Background: an optimization exercise with open tools, aiming at small area, a short achievable clock period and few clock cycles per item. Do not read the settings as production practice.
At most, simulation tests tie the RTL to the original design; equivalence was not proved.
Power is estimated from default activity; no workload was simulated.

## main
==> flow/design.v (excerpt) <==
module sorter_top (
    input  wire          clk,
    input  wire          rst_n,
    input  wire          load_en,
    input  wire [15:0]   data_in,
    input  wire          clear,
    output wire          out_vld,
    output wire [511:0]  data_out,
    output wire [159:0]  idx_out
);
    localparam WIDTH     = 16;
    localparam NUM_NODES = 32;
    localparam IDX_W     = $clog2(NUM_NODES);
    wire [NUM_NODES-1:0][WIDTH-1:0] data_arr;
    wire [NUM_NODES-1:0][IDX_W-1:0] idx_arr;
    serial_sorter #(
        .WIDTH(WIDTH),
        .NUM_NODES(NUM_NODES)
    ) u_sorter (
        .clk(clk),
        .rst_n(rst_n),
        .load_en(load_en),
        .data_in(data_in),
        .clear(clear),
        .out_vld(out_vld),
        .data_out(data_arr),
        .idx_out(idx_arr)
    );
    assign data_out = data_arr;
    assign idx_out  = idx_arr;
endmodule
For scale: about 4000 cells after synthesis, ~780 flip-flops, roughly 690 I/O pins, ~0.040 sq mm of cells after synthesis.
==> module serial_sorter, before the edit <==
module serial_sorter #(
    parameter WIDTH = 16,
    parameter NUM_NODES = 32
)(
    input  wire             clk,
    input  wire             rst_n,
    input  wire             load_en,
    input  wire [WIDTH-1:0] data_in,
    input  wire             clear,
    output wire             out_vld,
    output wire [NUM_NODES-1:0][WIDTH-1:0] data_out,
    output wire [NUM_NODES-1:0][$clog2(NUM_NODES)-1:0] idx_out
);
    localparam IDX_W = $clog2(NUM_NODES);
    logic [WIDTH-1:0] d2;
    logic [WIDTH-1:0] d2n, d2e, d2ne;
    logic             l2;
    logic [IDX_W:0]   cnt;           
    logic [NUM_NODES-1:0] c;         
    logic [NUM_NODES-1:0] cn;        
    logic [NUM_NODES-1:0] a;         
    logic [3:0]       bq;            
    function automatic logic lt(input logic [WIDTH-1:0] x, input logic [WIDTH-1:0] y);
        logic [WIDTH-1:0] g, e;
        integer w, k;
        g = x & ~y;
        e = ~(x ^ y);
        g[0] = x[0] | ~y[0];          
        for (w = 1; w < WIDTH; w = w * 2)
            for (k = 0; k + w < WIDTH; k = k + 2 * w) begin
                g[k] = g[k + w] | (e[k + w] & g[k]);
                e[k] = e[k + w] & e[k];
            end
        lt = ~g[0];
    endfunction
    assign out_vld = cnt[IDX_W];
    always_ff @(posedge clk or negedge rst_n) begin
        if (!rst_n) begin
            l2  <= 1'b0;
            cnt <= '0;
        end else begin
            l2 <= load_en;
            if (clear)   cnt <= '0;
            else if (l2) cnt <= cnt + 1'b1;
        end
    end
    always_ff @(posedge clk or negedge rst_n) begin
        if (!rst_n) c <= '1;
        else        c <= load_en ? cn : '1;
    end
    always_ff @(posedge clk) begin
        d2  <= data_in;
        d2n <= ~data_in;
        if (load_en) begin
            d2e  <= data_in;
            d2ne <= ~data_in;
        end
    end
    wire [3:0][WIDTH-1:0] dq = {~d2ne, d2e, ~d2n, d2};
    assign bq[0] = lt(d2, data_in);
    assign bq[1] = lt(~d2n, data_in);
    assign bq[2] = lt(d2e, data_in);
    assign bq[3] = lt(~d2ne, data_in);
    genvar i;
    generate
        for (i = 0; i < NUM_NODES; i = i + 1) begin : nodes
            wire c_left = (i == 0) ? 1'b1 : c[i-1];
            wire a_left = (i == 0) ? 1'b0 : a[i-1];
            assign a[i]  = (cnt > i) & lt(data_out[i], data_in);
            wire             bi = bq[i * 4 / NUM_NODES];
            wire [WIDTH-1:0] vi = dq[i * 4 / NUM_NODES];
            assign cn[i] = c[i] ? a[i] : (c_left ? bi : a_left);
            sort_node_act #(.WIDTH(WIDTH), .IDX_W(IDX_W)) node (
                .clk      (clk),
                .keep     (c[i]),
                .ins      (c_left & ~c[i]),
                .shift    (~c_left),
                .new_val  (vi),
                .new_idx  (cnt[IDX_W-1:0]),
                .left_val ((i == 0) ? vi : data_out[i-1]),
                .left_idx ((i == 0) ? cnt[IDX_W-1:0] : idx_out[i-1]),
                .val      (data_out[i]),
                .idx      (idx_out[i])
            );
        end
    endgenerate
endmodule
==> flow/config.mk <==
export PLATFORM = sky130hd
export DESIGN_NAME = sorter_top
export DESIGN_NICKNAME = sorter_top
export VERILOG_FILES = /design/flow/design.v
export SDC_FILE = /design/flow/constraint.sdc
export NUM_CORES = 4
export LEC_CHECK = 0
export CAP_MARGIN = 20
export CORE_MARGIN = 2
export CORE_UTILIZATION = 40
export SETUP_SLACK_MARGIN = 1.8
export SLEW_MARGIN = 20
==> flow/constraint.sdc <==
create_clock -name core_clock -period 4.0 [get_ports {clk}]
set_input_delay 0.8000 -clock core_clock [delete_from_list [all_inputs] [get_ports {clk}]]
set_output_delay 0.8000 -clock core_clock [all_outputs]
set_load 0.01 [all_outputs]
standard.sh (not shown) runs the stock make flow with config.mk's settings and CLKGATE_MAP_FILE= SYNTH_SCRIPT=/design/flow/synth_recipe.tcl, a recipe that flattens the netlist after the stock synthesis.
==> flow/flow/run.sh <==
#!/bin/bash
set -o pipefail
export BUFFER_PORTS_ARGS="-buffer_cell sky130_fd_sc_hd__buf_1"
export CTS_CLUSTER_SIZE=30
export CTS_CLUSTER_DIAMETER=60
bash standard.sh > standard.log 2>&1
Inputs modified between main and the feature branch:
-- flow/design.v --
<<< main, line 46
    logic [3:0]       bq;            
    function automatic logic lt(input logic [WIDTH-1:0] x, input logic [WIDTH-1:0] y);
        logic [WIDTH-1:0] g, e;
        integer w, k;
        g = x & ~y;
        e = ~(x ^ y);
        g[0] = x[0] | ~y[0];          
        for (w = 1; w < WIDTH; w = w * 2)
            for (k = 0; k + w < WIDTH; k = k + 2 * w) begin
                g[k] = g[k + w] | (e[k + w] & g[k]);
                e[k] = e[k + w] & e[k];
            end
        lt = ~g[0];
    endfunction
    assign out_vld = cnt[IDX_W];
>>> the feature branch, line 46
    logic [3:0]       bq;            
    function automatic logic lt(input logic [WIDTH-1:0] x, input logic [WIDTH-1:0] y);
        logic [WIDTH-1:0] l, e;
        integer w, k;
        l = ~x & y;
        e = ~(x ^ y);
        for (w = 1; w < WIDTH; w = w * 2)
            for (k = 0; k + w < WIDTH; k = k + 2 * w) begin
                l[k] = l[k + w] | (e[k + w] & l[k]);
                e[k] = e[k + w] & e[k];
            end
        lt = l[0];
    endfunction
    assign out_vld = cnt[IDX_W];
--- outcome ---
Reported sequential group power in the feature branch vs main: down about 11%. No stage failed in the feature branch, and the final checks on the layout all came back clean. Comparing the feature branch against main, there is no change at all in number of instances on the worst hold path. Looking at sequential share of layout area, the feature branch sits 1.7 points higher than main does. Between main and the feature branch, the worst max-slew margin expressed relative to the limit does not differ in any meaningful way. Power dissipated by switching net loads shrinks by a little under 10% when moving from main to the feature branch. Going from main to the feature branch, the share of the clock period used by the worst path after layout was found to have gone down by 5.1 points. [the feature branch vs main] met2 track utilization from global routing: lower in the feature branch. [compare] base=main new=the feature branch: total routing usage reported by global routing now sits lower; first-iteration DRC count shrank by 7.5%; cell depth of the worst setup path -7.
Testbench counts of the feature branch, summed over its fixed seeds: cycles 13,432, items 12,288.
Only the layout flow was run in main; the RTL was not checked for function there.

==> separate check: timing with driven ports <==
Ports are ideal in the flow. The routed layouts listed here were re-timed in OpenROAD.
Step 1 (the two cells are an assumption about what drives the block):
set clk [get_ports {clk}]
set_driving_cell -lib_cell sky130_fd_sc_hd__clkbuf_16 $clk
set_driving_cell -lib_cell sky130_fd_sc_hd__buf_2 [delete_from_list [all_inputs] $clk]
Step 2 adds t to the input delays and takes it off the output delays; t is the mean of the earliest and latest rising clock arrival at the registers after step 1. Input paths then give back, and output paths get back, about the clock's delay inside the block.
a / b / c = ideal ports / drivers / drivers and shift; a / b = the first two.
run | t, ns | setup slack, ns | hold slack, ns | worst setup path at the end
main | 0.746 | 1.616 / 1.616 / 0.885 | 0.231 / 0.224 / 0.476 | input to register
the feature branch | 0.750 | 1.819 / 1.748 / 1.060 | 0.334 / 0.315 / 0.478 | input to register
After both steps setup and hold are still met in every run listed. The setup slack of the feature branch, which loses most, moves by -0.071 ns with the drivers and by -0.759 ns with both steps.
